Source: an optimization exercise on an open RTL-to-GDS flow (aim: small area, a short achievable clock period and few clock cycles). Production flows keep margins and buffers that such runs may drop. RTL that was checked went through simulation tests only; none was proved equivalent to the original. No driver is modelled on the clock port, so clock power and skew are understated where the tree is cut down; a real chip needs a root buffer or a tree. Power is estimated from default activity; no workload was simulated.

epsilon:
==> flow/design.v <==
`timescale 1ns/10ps
module LBP(  clk,reset,gray_addr,gray_req,gray_ready,gray_data,lbp_addr,lbp_valid,lbp_data,finish );
input           clk;
input           reset;
input           gray_ready;
input   [7:0]   gray_data;
output          gray_req;
output          lbp_valid;
output          finish;
output  [7:0]   lbp_data;
output  [13:0]  gray_addr;
output  [13:0]  lbp_addr;
reg             gray_req;    
reg             run;         
reg             lbp_valid;
reg             finish;
reg     [7:0]   lbp_data;
reg     [13:0]  lbp_addr;
reg     [6:0]   row;
reg     [6:0]   col;
reg     [2:0]   j;           
reg             eol;         
reg             lastrow;     
assign gray_addr = {row, col};
reg     [7:0]   p1, p2, p3, p4, p5, p6, p7, p8, p9;
reg             q1;
reg     [2:0]   q2, q3, q4, q5, q6, q7, q8;
reg     [3:0]   q9;
reg             b3;          
wire    [7:0]   x = gray_data;
wire            done = eol & lastrow & (col == 7'd127);
always @(posedge clk or posedge reset)
begin
    if (reset) begin
        gray_req  <= 1'b0;
        run       <= 1'b0;
        finish    <= 1'b0;
        lbp_valid <= 1'b0;
    end else begin
        lbp_valid <= run & (j[2] | j[1]) & (row[6:1] != 6'd0);
        if (run) begin
            if (done) begin
                gray_req <= 1'b0;
                run      <= 1'b0;
                finish   <= 1'b1;
            end
        end else if (gray_ready & ~finish) begin
            gray_req <= 1'b1;
            run      <= 1'b1;
        end
    end
end
always @(posedge clk)
begin
    if (~run) begin
        row     <= 7'd0;
        col     <= 7'd0;
        j       <= 3'd0;
        eol     <= 1'b0;
        lastrow <= 1'b0;
    end else begin
        j     <= j + 3'd1;
        eol   <= (j == 3'd6);
        if (eol) begin
            row     <= row + 7'd1;
            lastrow <= (row == 7'd126);
            col     <= lastrow ? col - 7'd1 : col - 7'd7;
        end else
            col     <= col + 7'd1;
    end
end
always @(posedge clk)
begin
    p1 <= x;  p2 <= p1; p3 <= p2; p4 <= p3; p5 <= p4;
    p6 <= p5; p7 <= p6; p8 <= p7; p9 <= p8;
    q1 <= p9 >= x;
    q2 <= {p8 >= p1, p9 >= p1, q1};
    q3 <= q2; q4 <= q3; q5 <= q4; q6 <= q5; q7 <= q6; q8 <= q7;
    q9 <= {p1 >= p8, q8};
    b3 <= p9 >= p8;
    lbp_data <= {x >= p9, p1 >= p9, q9[3], p8 >= p9, b3, q9[2:0]};
    lbp_addr <= {row - 7'd1, col - 7'd1};
end
endmodule
==> flow/config.mk <==
export PLATFORM = sky130hd
export DESIGN_NAME = LBP
export DESIGN_NICKNAME = LBP
export VERILOG_FILES = /design/flow/design.v
export SDC_FILE = /design/flow/constraint.sdc
export NUM_CORES = 4
export LEC_CHECK = 0
export CAP_MARGIN = 20
export CORE_MARGIN = 2
export CORE_UTILIZATION = 50
export SETUP_SLACK_MARGIN = 2.3
export SLEW_MARGIN = 20
==> flow/constraint.sdc <==
create_clock -name core_clock -period 4.0 [get_ports {clk}]
set_input_delay 0.8000 -clock core_clock [delete_from_list [all_inputs] [get_ports {clk}]]
set_output_delay 0.8000 -clock core_clock [all_outputs]
set_load 0.01 [all_outputs]
standard.sh (not shown) runs the stock make flow with config.mk's settings and CLKGATE_MAP_FILE= SYNTH_SCRIPT=/design/flow/synth_recipe.tcl, a recipe that flattens the netlist after the stock synthesis.
==> flow/flow/run.sh <==
#!/bin/bash
HERE=$(cd "$(dirname "$0")" && pwd)
export PRE_CTS_TCL=$HERE/cts_manual.tcl
export CTS_MANUAL_NROOT=4
export CTS_MANUAL_NLEAF=2
export CTS_MANUAL_ROOTBUF=sky130_fd_sc_hd__clkbuf_8
export CTS_MANUAL_LEAFBUF=sky130_fd_sc_hd__clkbuf_8
export BUFFER_PORTS_ARGS="-buffer_cell sky130_fd_sc_hd__buf_2"
bash standard.sh > standard.log 2>&1
Other scripts of this flow, unchanged in this note and not shown: flow/flow/cts_manual.tcl
epsilon went all the way through synthesis, placement and routing and the layout is clean on timing, DRC and antenna.
### epsilon -> gamma
--- a/flow/design.v
+++ b/flow/design.v
@@ -21,13 +21,13 @@
 reg     [2:0]   j;           
 reg             eol;         
 reg             lastrow;     
 assign gray_addr = {row, col};
 reg     [7:0]   p1, p2, p3, p4, p5, p6, p7, p8, p9;
-reg             q1;
-reg     [2:0]   q2, q3, q4, q5, q6, q7, q8;
-reg     [3:0]   q9;
+reg     [2:0]   q1, q2, q3, q4, q5, q6, q7;
+reg     [3:0]   q8;
+reg     [4:0]   q9;
 reg             b3;          
 wire    [7:0]   x = gray_data;
 wire            done = eol & lastrow & (col == 7'd127);
 always @(posedge clk or posedge reset)
 begin
@@ -71,14 +71,14 @@
 end
 always @(posedge clk)
 begin
     p1 <= x;  p2 <= p1; p3 <= p2; p4 <= p3; p5 <= p4;
     p6 <= p5; p7 <= p6; p8 <= p7; p9 <= p8;
-    q1 <= p9 >= x;
-    q2 <= {p8 >= p1, p9 >= p1, q1};
-    q3 <= q2; q4 <= q3; q5 <= q4; q6 <= q5; q7 <= q6; q8 <= q7;
-    q9 <= {p1 >= p8, q8};
+    q1 <= {p7 >= x, p8 >= x, p9 >= x};
+    q2 <= q1; q3 <= q2; q4 <= q3; q5 <= q4; q6 <= q5; q7 <= q6;
+    q8 <= {x >= p7, q7};
+    q9 <= {x >= p8, q8};
     b3 <= p9 >= p8;
-    lbp_data <= {x >= p9, p1 >= p9, q9[3], p8 >= p9, b3, q9[2:0]};
+    lbp_data <= {x >= p9, q9[4:3], p8 >= p9, b3, q9[2:0]};
     lbp_addr <= {row - 7'd1, col - 7'd1};
 end
 endmodule
==> comparison <==
Compared with epsilon, gamma shows a clock share of power that is 0.9 points lower.
Final worst-path setup slack ended up 0.025 ns higher on gamma than on epsilon.
NOTE per-instance average area after synthesis epsilon->gamma decreased slightly
Number of antenna violations at the first check in global routing came out exactly the same in epsilon and gamma.
Between epsilon and gamma, the wire length of the first global-routing pass is lower for epsilon.
Compared to epsilon, gamma has critical path data arrival time 0.02 ns lower.
Against epsilon, gamma comes in 9.0 MHz higher on fmax.
Net switching power in gamma vs epsilon: up about 0.8%
Cmp epsilon and gamma / post-detailed-routing wire length / higher: gamma
Testbench counts of gamma, summed over its fixed seeds: cycles 258,060.
Only the layout flow was run in epsilon; the RTL was not checked for function there. No run of this note takes its clock network from TritonCTS; it comes from the design's own scripts or RTL.

---

job 101:
Starts from the design.v that is shown in full above.
clock: 4.0 ns
lec_check: 0
cap_margin: 20
core_margin: 2
core_utilization: 50
setup_slack_margin: 2.4
slew_margin: 20
==> flow/flow/run.sh <==
#!/bin/bash
HERE=$(cd "$(dirname "$0")" && pwd)
export PRE_CTS_TCL=$HERE/cts_manual.tcl
export CTS_MANUAL_NROOT=4
export CTS_MANUAL_NLEAF=0
export CTS_MANUAL_ROOTBUF=sky130_fd_sc_hd__clkbuf_16
export CTS_MANUAL_LEAFBUF=sky130_fd_sc_hd__clkbuf_16
export BUFFER_PORTS_ARGS="-buffer_cell sky130_fd_sc_hd__buf_2"
bash standard.sh > standard.log 2>&1
Other scripts of this flow, unchanged in this note and not shown: flow/flow/cts_manual.tcl
The inputs of job 102 differ from those of job 101 as listed below.
-- flow/design.v --
<<< job 101, line 29
reg             b3;          
wire    [7:0]   x = gray_data;
wire            done = eol & lastrow & (col == 7'd127);
always @(posedge clk or posedge reset)
>>> job 102, line 29
reg             b3;          
wire    [7:0]   x = gray_data;
function [1:0] cmpl;
    input [7:0] a;
    input [7:0] b;
    reg hgt, hlt, lge, lle;
    begin
        hgt = a[7:4] > b[7:4]; hlt = a[7:4] < b[7:4];
        lge = a[3:0] >= b[3:0]; lle = a[3:0] <= b[3:0];
        cmpl = {hgt | (~hlt & lge), hlt | (~hgt & lle)};
    end
endfunction
wire    [1:0]   cx9 = cmpl(x, p9);      
wire            done = eol & lastrow & (col == 7'd127);
always @(posedge clk or posedge reset)
<<< job 101, line 74
    p1 <= x;  p2 <= p1; p3 <= p2; p4 <= p3; p5 <= p4;
    p6 <= p5; p7 <= p6; p8 <= p7; p9 <= p8;
    q1 <= p9 >= x;
    q2 <= {p8 >= p1, p9 >= p1, q1};
    q3 <= q2; q4 <= q3; q5 <= q4; q6 <= q5; q7 <= q6; q8 <= q7;
    q9 <= {p1 >= p8, q8};
    b3 <= p9 >= p8;
    lbp_data <= {x >= p9, p1 >= p9, q9[3], p8 >= p9, b3, q9[2:0]};
    lbp_addr <= {row - 7'd1, col - 7'd1};
end
>>> job 102, line 85
    p1 <= x;  p2 <= p1; p3 <= p2; p4 <= p3; p5 <= p4;
    p6 <= p5; p7 <= p6; p8 <= p7; p9 <= p8;
    q1 <= cx9[0];
    q2 <= {p8 >= p1, p9 >= p1, q1};
    q3 <= q2; q4 <= q3; q5 <= q4; q6 <= q5; q7 <= q6; q8 <= q7;
    q9 <= {p1 >= p8, q8};
    b3 <= p9 >= p8;
    lbp_data <= {cx9[1], p1 >= p9, q9[3], p8 >= p9, b3, q9[2:0]};
    lbp_addr <= {row - 7'd1, col - 7'd1};
end
--- outcome ---
Looking at worst setup margin across job 101 and job 102, the one that comes out lower is job 101. Per the comparison of job 102 with job 101, routed wire length on met3 now sits higher, total overflow reported by the global router now sits at about the same level, max-slew headroom at the worst pin now sits higher, count of placed standard cells in the final layout, fillers left out now sits at about the same level, sequential share of cell area now sits higher. Any difference in total global routing track utilization between job 101 and job 102 is small enough to ignore.
Testbench counts of job 102, summed over its fixed seeds: cycles 258,060.
The RTL of job 101 was laid out without a check of its function. In every run of this note, the design's own scripts or RTL, not TritonCTS, make the clock network.

---

LBP with an RTL version that a note above also has.
Size: ~380 cells after synthesis, about 50 I/O pins.
==> module LBP, before the edit <==
module LBP(  clk,reset,gray_addr,gray_req,gray_ready,gray_data,lbp_addr,lbp_valid,lbp_data,finish );
input           clk;
input           reset;
input           gray_ready;
input   [7:0]   gray_data;
output          gray_req;
output          lbp_valid;
output          finish;
output  [7:0]   lbp_data;
output  [13:0]  gray_addr;
output  [13:0]  lbp_addr;
reg             gray_req;    
reg             run;         
reg             lbp_valid;
reg             finish;
reg     [7:0]   lbp_data;
reg     [13:0]  lbp_addr;
reg     [6:0]   row;
reg     [6:0]   col;
reg     [2:0]   j;           
reg             eol;         
reg             lastrow;     
assign gray_addr = {row, col};
reg     [7:0]   p1, p2, p3, p4, p5, p6, p7, p8, p9;
reg     [2:0]   q1, q2, q3, q4, q5, q6, q7;
reg     [3:0]   q8;
reg     [4:0]   q9;
reg             b3;          
wire    [7:0]   x = gray_data;
wire            done = eol & lastrow & (col == 7'd127);
always @(posedge clk or posedge reset)
begin
    if (reset) begin
        gray_req  <= 1'b0;
        run       <= 1'b0;
        finish    <= 1'b0;
        lbp_valid <= 1'b0;
    end else begin
        lbp_valid <= run & (j[2] | j[1]) & (row[6:1] != 6'd0);
        if (run) begin
            if (done) begin
                gray_req <= 1'b0;
                run      <= 1'b0;
                finish   <= 1'b1;
            end
        end else if (gray_ready & ~finish) begin
            gray_req <= 1'b1;
            run      <= 1'b1;
        end
    end
end
always @(posedge clk)
begin
    if (~run) begin
        row     <= 7'd0;
        col     <= 7'd0;
        j       <= 3'd0;
        eol     <= 1'b0;
        lastrow <= 1'b0;
    end else begin
        j     <= j + 3'd1;
        eol   <= (j == 3'd6);
        if (eol) begin
            row     <= row + 7'd1;
            lastrow <= (row == 7'd126);
            col     <= lastrow ? col - 7'd1 : col - 7'd7;
        end else
            col     <= col + 7'd1;
    end
end
always @(posedge clk)
begin
    p1 <= x;  p2 <= p1; p3 <= p2; p4 <= p3; p5 <= p4;
    p6 <= p5; p7 <= p6; p8 <= p7; p9 <= p8;
    q1 <= {p7 >= x, p8 >= x, p9 >= x};
    q2 <= q1; q3 <= q2; q4 <= q3; q5 <= q4; q6 <= q5; q7 <= q6;
    q8 <= {x >= p7, q7};
    q9 <= {x >= p8, q8};
    b3 <= p9 >= p8;
    lbp_data <= {x >= p9, q9[4:3], p8 >= p9, b3, q9[2:0]};
    lbp_addr <= {row - 7'd1, col - 7'd1};
end
endmodule
export LEC_CHECK = 0
export CAP_MARGIN = 20
export CORE_MARGIN = 2
export CORE_UTILIZATION = 60
export SETUP_SLACK_MARGIN = 2.4
export SLEW_MARGIN = 20
create_clock -name core_clock -period 4.0 [get_ports {clk}]
==> flow/flow/run.sh <==
#!/bin/bash
HERE=$(cd "$(dirname "$0")" && pwd)
export PRE_CTS_TCL=$HERE/cts_manual.tcl
export CTS_MANUAL_NROOT=4
export CTS_MANUAL_NLEAF=2
export CTS_MANUAL_ROOTBUF=sky130_fd_sc_hd__clkbuf_8
export CTS_MANUAL_LEAFBUF=sky130_fd_sc_hd__clkbuf_8
export BUFFER_PORTS_ARGS="-buffer_cell sky130_fd_sc_hd__buf_2"
bash standard.sh > standard.log 2>&1
Other scripts of this flow, unchanged in this note and not shown: flow/flow/cts_manual.tcl
The baseline went through all stages and came out clean.
Testbench counts at the start, summed over its fixed seeds: cycles 258,060.
Edit:
--- a/flow/design.v
+++ b/flow/design.v
@@ -12,6 +12,7 @@
 output  [13:0]  lbp_addr;
 reg             gray_req;    
 reg             run;         
+reg             vld;         
 reg             lbp_valid;
 reg             finish;
 reg     [7:0]   lbp_data;
@@ -22,12 +23,11 @@
 reg             eol;         
 reg             lastrow;     
 assign gray_addr = {row, col};
-reg     [7:0]   p1, p2, p3, p4, p5, p6, p7, p8, p9;
+reg     [7:0]   p0, p1, p2, p3, p4, p5, p6, p7, p8, p9;
 reg     [2:0]   q1, q2, q3, q4, q5, q6, q7;
 reg     [3:0]   q8;
 reg     [4:0]   q9;
 reg             b3;          
-wire    [7:0]   x = gray_data;
 wire            done = eol & lastrow & (col == 7'd127);
 always @(posedge clk or posedge reset)
 begin
@@ -35,16 +35,19 @@
         gray_req  <= 1'b0;
         run       <= 1'b0;
         finish    <= 1'b0;
+        vld       <= 1'b0;
         lbp_valid <= 1'b0;
     end else begin
-        lbp_valid <= run & (j[2] | j[1]) & (row[6:1] != 6'd0);
+        vld       <= run & (j[2] | j[1]) & (row[6:1] != 6'd0);
+        lbp_valid <= vld;
+        if (vld & ~run)      
+            finish <= 1'b1;
         if (run) begin
             if (done) begin
                 gray_req <= 1'b0;
                 run      <= 1'b0;
-                finish   <= 1'b1;
             end
-        end else if (gray_ready & ~finish) begin
+        end else if (gray_ready & ~finish & ~vld) begin
             gray_req <= 1'b1;
             run      <= 1'b1;
         end
@@ -71,14 +74,18 @@
 end
 always @(posedge clk)
 begin
-    p1 <= x;  p2 <= p1; p3 <= p2; p4 <= p3; p5 <= p4;
+    p0 <= gray_data;
+    p1 <= p0; p2 <= p1; p3 <= p2; p4 <= p3; p5 <= p4;
     p6 <= p5; p7 <= p6; p8 <= p7; p9 <= p8;
-    q1 <= {p7 >= x, p8 >= x, p9 >= x};
+    q1 <= {p7 >= p0, p8 >= p0, p9 >= p0};
     q2 <= q1; q3 <= q2; q4 <= q3; q5 <= q4; q6 <= q5; q7 <= q6;
-    q8 <= {x >= p7, q7};
-    q9 <= {x >= p8, q8};
+    q8 <= {p0 >= p7, q7};
+    q9 <= {p0 >= p8, q8};
     b3 <= p9 >= p8;
-    lbp_data <= {x >= p9, q9[4:3], p8 >= p9, b3, q9[2:0]};
-    lbp_addr <= {row - 7'd1, col - 7'd1};
+    lbp_data <= {p0 >= p9, q9[4:3], p8 >= p9, b3, q9[2:0]};
+    if (j == 3'd0)
+        lbp_addr <= {row - 7'd2, (row == 7'd0) ? col : col + 7'd6};
+    else
+        lbp_addr <= {row - 7'd1, col - 7'd2};
 end
 endmodule
Result: The new run went through all stages and came out clean; core utilization decreases by 3.4 points; clock power increases by 4.3%; power increases by 75%; via count increases by 5.8%; global-route usage decreases by 0.25 points; die area increases by 8.4%; clock skew is about the same; worst hold slack hardly moves; sequential share of layout area increases by 0.23 points; first-iteration DRC count decreases by 6.8%; cell area increases by 5.9%; setup slack is better by 3.3 ps; routed wire length increases by 7.4%.
Function not checked in the second run of this note: the RTL went through the layout flow alone. In every run of this note, the design's own scripts or RTL, not TritonCTS, make the clock network.

-- re-timing with driven ports --
Ports are ideal in the flow. The routed layouts listed here were re-timed in OpenROAD.
Step 1: set_driving_cell puts a clkbuf_16 on clk and a buf_2 on each other input, an assumption about the parent block.
Step 2 adds t to the input delays and takes it off the output delays; t is the mean of the earliest and latest rising clock arrival at the registers after step 1. Input paths then give back, and output paths get back, about the clock's delay inside the block.
Three values: no drivers, after step 1, after step 2; two values: the first two.
| run | shift t [ns] | setup WS [ns] | worst setup path after step 2 | latest minus earliest clock arrival (ns) | worst register clock-pin slew, ns |
|---|---|---|---|---|---|
| epsilon | 0.340 | 2.316 / 2.253 / 2.083 | input to register | 0.013 / 0.013 | 0.10 / 0.10 |
| gamma | 0.339 | 2.341 / 2.278 / 2.051 | input to register | 0.013 / 0.012 | 0.10 / 0.10 |
| job 101 | 0.253 | 2.304 / 2.351 / 2.098 | input to register | 0.006 / 0.006 | 0.12 / 0.12 |
| job 102 | 0.252 | 2.406 / 2.346 / 2.212 | input to register | 0.010 / 0.010 | 0.12 / 0.12 |
| the first run of note 3 | 0.348 | 2.368 / 2.325 / 2.047 | input to register | 0.010 / 0.010 | 0.10 / 0.10 |
| the second run of note 3 | 0.350 | 2.371 / 2.306 / 2.441 | register to register | 0.013 / 0.013 | 0.11 / 0.11 |
After both steps setup and hold are still met in every run listed. For the first run of note 3, which loses most, drivers alone change the setup slack by -0.043 ns; drivers and shift together by -0.321 ns.
